From an optimization exercise on the open Yosys and OpenROAD flow, aimed at small area and a short achievable clock period; shortcuts taken in it are not production practice. Where RTL was checked, it was by simulation tests only, not by an equivalence proof against the original.

==> run a <==
==> flow/design.v (excerpt) <==
module synthesis_direct_FIR(out, inp, clk, rstn);
    localparam X_SIZE = 16;    
    localparam Y_SIZE = 26;    
    output [Y_SIZE-1:0] out;
    input [X_SIZE-1:0] inp;
    input clk, rstn;
    direct_FIR DIR_FIR(.out(out), .inp(inp), .clk(clk), .rstn(rstn));
endmodule
Settings: LEC_CHECK=0, CAP_MARGIN=20, CORE_MARGIN=2, CORE_UTILIZATION=65, CTS_BUF_LIST=sky130_fd_sc_hd__clkbuf_16, CTS_CLUSTER_DIAMETER=90, CTS_CLUSTER_SIZE=30, SLEW_MARGIN=20, SYNTH_HIERARCHICAL=1, SYNTH_MINIMUM_KEEP_SIZE=0; clock period 11.5 ns.
standard.sh (not shown) runs the stock make flow with config.mk's settings and CLKGATE_MAP_FILE= SYNTH_SCRIPT=/design/flow/synth_recipe.tcl, a recipe that flattens the netlist after the stock synthesis.
==> flow/flow/run.sh <==
#!/bin/bash
# Own layout flow: the standard ORFS flow, with the port buffers built
# from regular buffers instead of delay buffers, and setup repair asked to
# leave a margin (SETUP_MARGIN ns) so that it also works on paths that
# already meet the design's clock period.
set -euo pipefail
cd "$(dirname "$0")/.."
export BUFFER_PORTS_ARGS="-buffer_cell sky130_fd_sc_hd__buf_2"
export SETUP_SLACK_MARGIN=${SETUP_MARGIN:-8.1}
bash standard.sh > standard_make.log 2>&1
==> inputs of run b, as changes to run a <==
--- a/flow/design.v
+++ b/flow/design.v
@@ -1535,25 +1535,19 @@
         q84 <= s769;
         q85 <= c764;
         q86 <= s777;
         q87 <= c778;
         q88 <= s781;
         q89 <= c780;
         q90 <= c782;
     end
-    wire [25:0] sum;
-    cpa_add u_cpa (.a(ra), .b(rb), .s(sum));
+    wire [25:0] sum = ra + rb;
     always @(posedge clk) out <= sum;
 endmodule
-module cpa_add (a, b, s);
-    input [25:0] a, b;
-    output [25:0] s;
-    assign s = a + b;
-endmodule
 module fa3 (a, b, c, s, co);
     input a, b, c;
     output s, co;
     assign s = a ^ b ^ c;
     assign co = (a & b) | (a & c) | (b & c);
 endmodule
 module synthesis_direct_FIR(out, inp, clk, rstn);
     localparam X_SIZE = 16;    
==> flow/flow/run.sh (replaced) <==
#!/bin/bash
# Own layout flow: the standard ORFS flow, with the port buffers built
# from regular buffers instead of delay buffers, and setup repair asked to
# leave a margin (SETUP_MARGIN ns) so that it also works on paths that
# already meet the design's clock period.
set -euo pipefail
cd "$(dirname "$0")/.."
export BUFFER_PORTS_ARGS="-buffer_cell sky130_fd_sc_hd__buf_2"
export SETUP_SLACK_MARGIN=${SETUP_MARGIN:-8.25}
bash standard.sh > standard_make.log 2>&1
- CTS_CLUSTER_DIAMETER: 90 -> 80
- CTS_CLUSTER_SIZE: 30 -> 25
==> inputs of run c, as changes to run a <==
--- a/flow/design.v
+++ b/flow/design.v
@@ -1535,25 +1535,19 @@
         q84 <= s769;
         q85 <= c764;
         q86 <= s777;
         q87 <= c778;
         q88 <= s781;
         q89 <= c780;
         q90 <= c782;
     end
-    wire [25:0] sum;
-    cpa_add u_cpa (.a(ra), .b(rb), .s(sum));
+    wire [25:0] sum = ra + rb;
     always @(posedge clk) out <= sum;
 endmodule
-module cpa_add (a, b, s);
-    input [25:0] a, b;
-    output [25:0] s;
-    assign s = a + b;
-endmodule
 module fa3 (a, b, c, s, co);
     input a, b, c;
     output s, co;
     assign s = a ^ b ^ c;
     assign co = (a & b) | (a & c) | (b & c);
 endmodule
 module synthesis_direct_FIR(out, inp, clk, rstn);
     localparam X_SIZE = 16;    
==> flow/run.sh (new file) <==
#!/bin/bash
# synth_recipe.tcl (not shown) runs the flow's synth.tcl, then flattens the netlist and writes it again
# the make line also repeats each setting of config.mk as NAME=value (left out here)
make -C /OpenROAD-flow-scripts/flow DESIGN_CONFIG=/design/flow/config.mk WORK_HOME=/design/flow/orfs CLKGATE_MAP_FILE= SYNTH_SCRIPT=/design/flow/synth_recipe.tcl finish
- CTS_CLUSTER_DIAMETER: 90 -> 80
- CTS_CLUSTER_SIZE: 30 -> 25
- SETUP_SLACK_MARGIN: default -> 5
removed: flow/flow/run.sh
removed: flow/standard.sh
==> comparison table <==
item	run c	run b	run a
Critical-path cell with the highest stage delay	sky130_fd_sc_hd__a31oi_1	sky130_fd_sc_hd__fa_1	sky130_fd_sc_hd__dfxtp_1
Met2 usage in global routing	49.9%	53.7%	51.5%
Result of the run	timing/DRC/antenna clean	timing/DRC/antenna clean	timing/DRC/antenna clean
Half-perimeter wire length after detailed placement	32200 um	33400 um	32800 um
Number of cells traversed by the worst register-to-register path	10	12	5
Clock distribution area overhead in the final layout	2.75%	2.79%	2.32%
Largest clock skew in the final design	0.0299 ns	0.0156 ns	0.0321 ns
Critical path endpoint	DIR_FIR.out[25]	DIR_FIR.out[24]	DIR_FIR.q52
Worst Path Arrival	4.13 ns	3.77 ns	3.74 ns
Fraction of the core area covered by cells at the end of the flow	71.2%	72.5%	70.8%
Buffers and inverters on the worst path	0	2	0
Area of the mapped netlist	14800 sq um	14800 sq um	15000 sq um
Fraction of layout cells with a size suffix above 1	2.47%	19.7%	10.4%
Y dimension of the die	155 um	155 um	156 um
Synthesized-area fraction occupied by ao, oa, aoi and oai cells	3.14%	3.14%	3.83%
Initial standard-cell utilization of the core	65.8%	65.8%	66.0%
Nets	1564	1574	1589
Proportion of cell area occupied by registers	26.7%	26.8%	26.7%
Place WS	7.86 ns	7.87 ns	7.95 ns
Final routed wirelength across all metal layers	36600 um	38500 um	37500 um
Sequential share of the synthesized area	28.9%	28.9%	28.5%
Multi-input combinational area share	61.6%	62.4%	63.3%
Number of gates resized after CTS	0	74	18
Inserted Clock Buffers	14	14	12
Die width	155 um	155 um	156 um
Only the layout flow was run in run a; the RTL was not checked for function there.

========
==> inputs of v7 <==
Another version of the RTL of synthesis_direct_FIR (not shown whole).
==> flow/config.mk <==
export PLATFORM = sky130hd
export DESIGN_NAME = synthesis_direct_FIR
export DESIGN_NICKNAME = synthesis_direct_FIR
export VERILOG_FILES = /design/flow/design.v
export SDC_FILE = /design/flow/constraint.sdc
export NUM_CORES = 4
export LEC_CHECK = 0
export CAP_MARGIN = 20
export CORE_MARGIN = 2
export CORE_UTILIZATION = 80
export CTS_BUF_LIST = sky130_fd_sc_hd__clkbuf_16
export CTS_CLUSTER_DIAMETER = 80
export CTS_CLUSTER_SIZE = 25
export SLEW_MARGIN = 20
export SYNTH_HIERARCHICAL = 1
export SYNTH_MINIMUM_KEEP_SIZE = 0
==> flow/constraint.sdc <==
create_clock -name core_clock -period 11.5 [get_ports {clk}]
set_input_delay 2.3000 -clock core_clock [delete_from_list [all_inputs] [get_ports {clk}]]
set_output_delay 2.3000 -clock core_clock [all_outputs]
set_load 0.01 [all_outputs]
==> flow/flow/run.sh <==
#!/bin/bash
# Own layout flow: the standard ORFS flow, with the port buffers built
# from regular buffers instead of delay buffers, and setup repair asked to
# leave a margin (SETUP_MARGIN ns) so that it also works on paths that
# already meet the design's clock period.
set -euo pipefail
cd "$(dirname "$0")/.."
export BUFFER_PORTS_ARGS="-buffer_cell sky130_fd_sc_hd__buf_2"
export SETUP_SLACK_MARGIN=${SETUP_MARGIN:-8.25}
bash standard.sh > standard_make.log 2>&1
==> inputs of v9, as changes to v7 <==
--- a/flow/flow/run.sh
+++ b/flow/flow/run.sh
@@ -6,5 +6,5 @@
 set -euo pipefail
 cd "$(dirname "$0")/.."
-export BUFFER_PORTS_ARGS="-buffer_cell sky130_fd_sc_hd__buf_2"
-export SETUP_SLACK_MARGIN=${SETUP_MARGIN:-8.25}
+export BUFFER_PORTS_ARGS="-buffer_cell sky130_fd_sc_hd__buf_4"
+export SETUP_SLACK_MARGIN=${SETUP_MARGIN:-8.15}
 bash standard.sh > standard_make.log 2>&1
--- a/flow/config.mk
+++ b/flow/config.mk
@@ -8,5 +8,5 @@
 export CAP_MARGIN = 20
 export CORE_MARGIN = 2
-export CORE_UTILIZATION = 80
+export CORE_UTILIZATION = 65
 export CTS_BUF_LIST = sky130_fd_sc_hd__clkbuf_16
 export CTS_CLUSTER_DIAMETER = 80
==> qor summary <==
| quantity | v9 | v7 |
|---|---|---|
| Run status | timing/DRC/antenna clean | timing/DRC/antenna clean |
| Resize count post-CTS | 43 | 124 |
| Startpoint of the worst setup timing path | DIR_FIR.x4[3]$_DFF_P_ | DIR_FIR.q68$_DFF_P_ |
| Last element of the critical path | DIR_FIR.q9$_DFF_P_ | DIR_FIR.out[23]$_DFF_P_ |
| Fraction of area in registers | 25.0% | 25.0% |
| Max Clock Skew | 0.0171 ns | 0.0499 ns |
| Vias/cell | 5.68 | 7.56 |
| Area taken by flip-flops and latches | 4340 um2 | 4470 um2 |
| Slack of the worst reg-to-reg path | 8.20 ns | 7.86 ns |
| Start of the worst register-to-register path | DIR_FIR.x4[3]$_DFF_P_ | DIR_FIR.q68$_DFF_P_ |
| End-of-flow core utilization | 71.7% | 91.7% |
| Share of final-layout standard cells stronger than drive strength 1 | 16.4% | 24.8% |
| Max FO, Critical Path | 6 | 7 |

========
==> inputs of lagoon <==
Another version of the RTL of synthesis_direct_FIR (not shown whole).
export LEC_CHECK = 0
export CAP_MARGIN = 20
export CORE_MARGIN = 2
export CORE_UTILIZATION = 65
export CTS_BUF_LIST = sky130_fd_sc_hd__clkbuf_8
export CTS_CLUSTER_DIAMETER = 50
export CTS_CLUSTER_SIZE = 20
export SLEW_MARGIN = 20
export SYNTH_HIERARCHICAL = 1
export SYNTH_MINIMUM_KEEP_SIZE = 0
create_clock -name core_clock -period 11.5 [get_ports {clk}]
==> flow/flow/run.sh <==
#!/bin/bash
# Own layout flow: the standard ORFS flow, with the port buffers built
# from regular buffers instead of delay buffers, and setup repair asked to
# leave a margin (SETUP_MARGIN ns) so that it also works on paths that
# already meet the design's clock period.
set -euo pipefail
cd "$(dirname "$0")/.."
export BUFFER_PORTS_ARGS="-buffer_cell sky130_fd_sc_hd__buf_4"
export SETUP_SLACK_MARGIN=${SETUP_MARGIN:-8.12}
bash standard.sh > standard_make.log 2>&1
==> cedar: changes against lagoon <==
--- a/flow/config.mk
+++ b/flow/config.mk
@@ -8,5 +8,5 @@
 export CAP_MARGIN = 20
 export CORE_MARGIN = 2
-export CORE_UTILIZATION = 65
+export CORE_UTILIZATION = 40
 export CTS_BUF_LIST = sky130_fd_sc_hd__clkbuf_8
 export CTS_CLUSTER_DIAMETER = 50
==> results.cfg <==
[run_status]
outcome = timing/DRC/antenna clean

[route]
met2_wirelength_mm = 16.8

[cells_and_area]
final.clkbuf_count = 29

[timing]
post-route-period-util = 0.290

[critical_path]
crit_cells = 5

[die]
chipWidth_um = 161

[placed_design]
dp_hpwl_mm = 33.4
Source of the figures above: lagoon

==> results.cfg <==
[run_status]
outcome = timing/DRC/antenna clean

[global_route]
met1_usage_in_global_routing = 0.259
grt_pass1_wl_mm = 64.5

[route]
met2_wirelength_mm = 21.4
dr_wl_met3_mm = 3.06

[cells_and_area]
final.clkbuf_count = 30

[placed_design]
dp_hpwl_mm = 34.3

[timing]
post-route-period-util = 0.294

[die]
chipWidth_um = 205

[critical_path]
crit_cells = 1
Source of the figures above: cedar

==> afterwards: timing with drivers on the ports <==
Ports are ideal in the flow. The routed layouts listed here were re-timed in OpenROAD. Step 1 sets driving cells, clkbuf_16 on the clock port and buf_2 on the other inputs (assumed; they add their load-dependent delay and slew). Step 2 also shifts input and output timing later by t, the mid clock arrival at the registers, as if the neighbouring blocks saw the same clock. a / b / c = ideal / step 1 / step 2; a / b = the first two.
run | t, ns | setup slack, ns | worst setup path at the end | clock arrival spread, ns | worst data-port slew with drivers (ns)
run a | 0.532 | 8.103 / 8.103 / 8.103 | register to register | 0.032 / 0.032 | 0.03
run b | 0.541 | 8.152 / 8.152 / 8.152 | register to register | 0.018 / 0.018 | 0.03
run c | 0.542 | 7.788 / 7.788 / 7.788 | register to register | 0.030 / 0.030 | 0.03
v7 | 0.550 | 7.857 / 7.857 / 7.857 | register to register | 0.050 / 0.050 | 0.06
v9 | 0.536 | 8.198 / 8.198 / 8.198 | register to register | 0.017 / 0.017 | 0.03
lagoon | 0.649 | 8.159 / 8.125 / 8.159 | register to register | 0.054 / 0.055 | 0.03
cedar | 0.668 | 8.117 / 8.069 / 8.136 | register to register | 0.058 / 0.058 | 0.04
After both steps setup and hold are still met in every run listed.
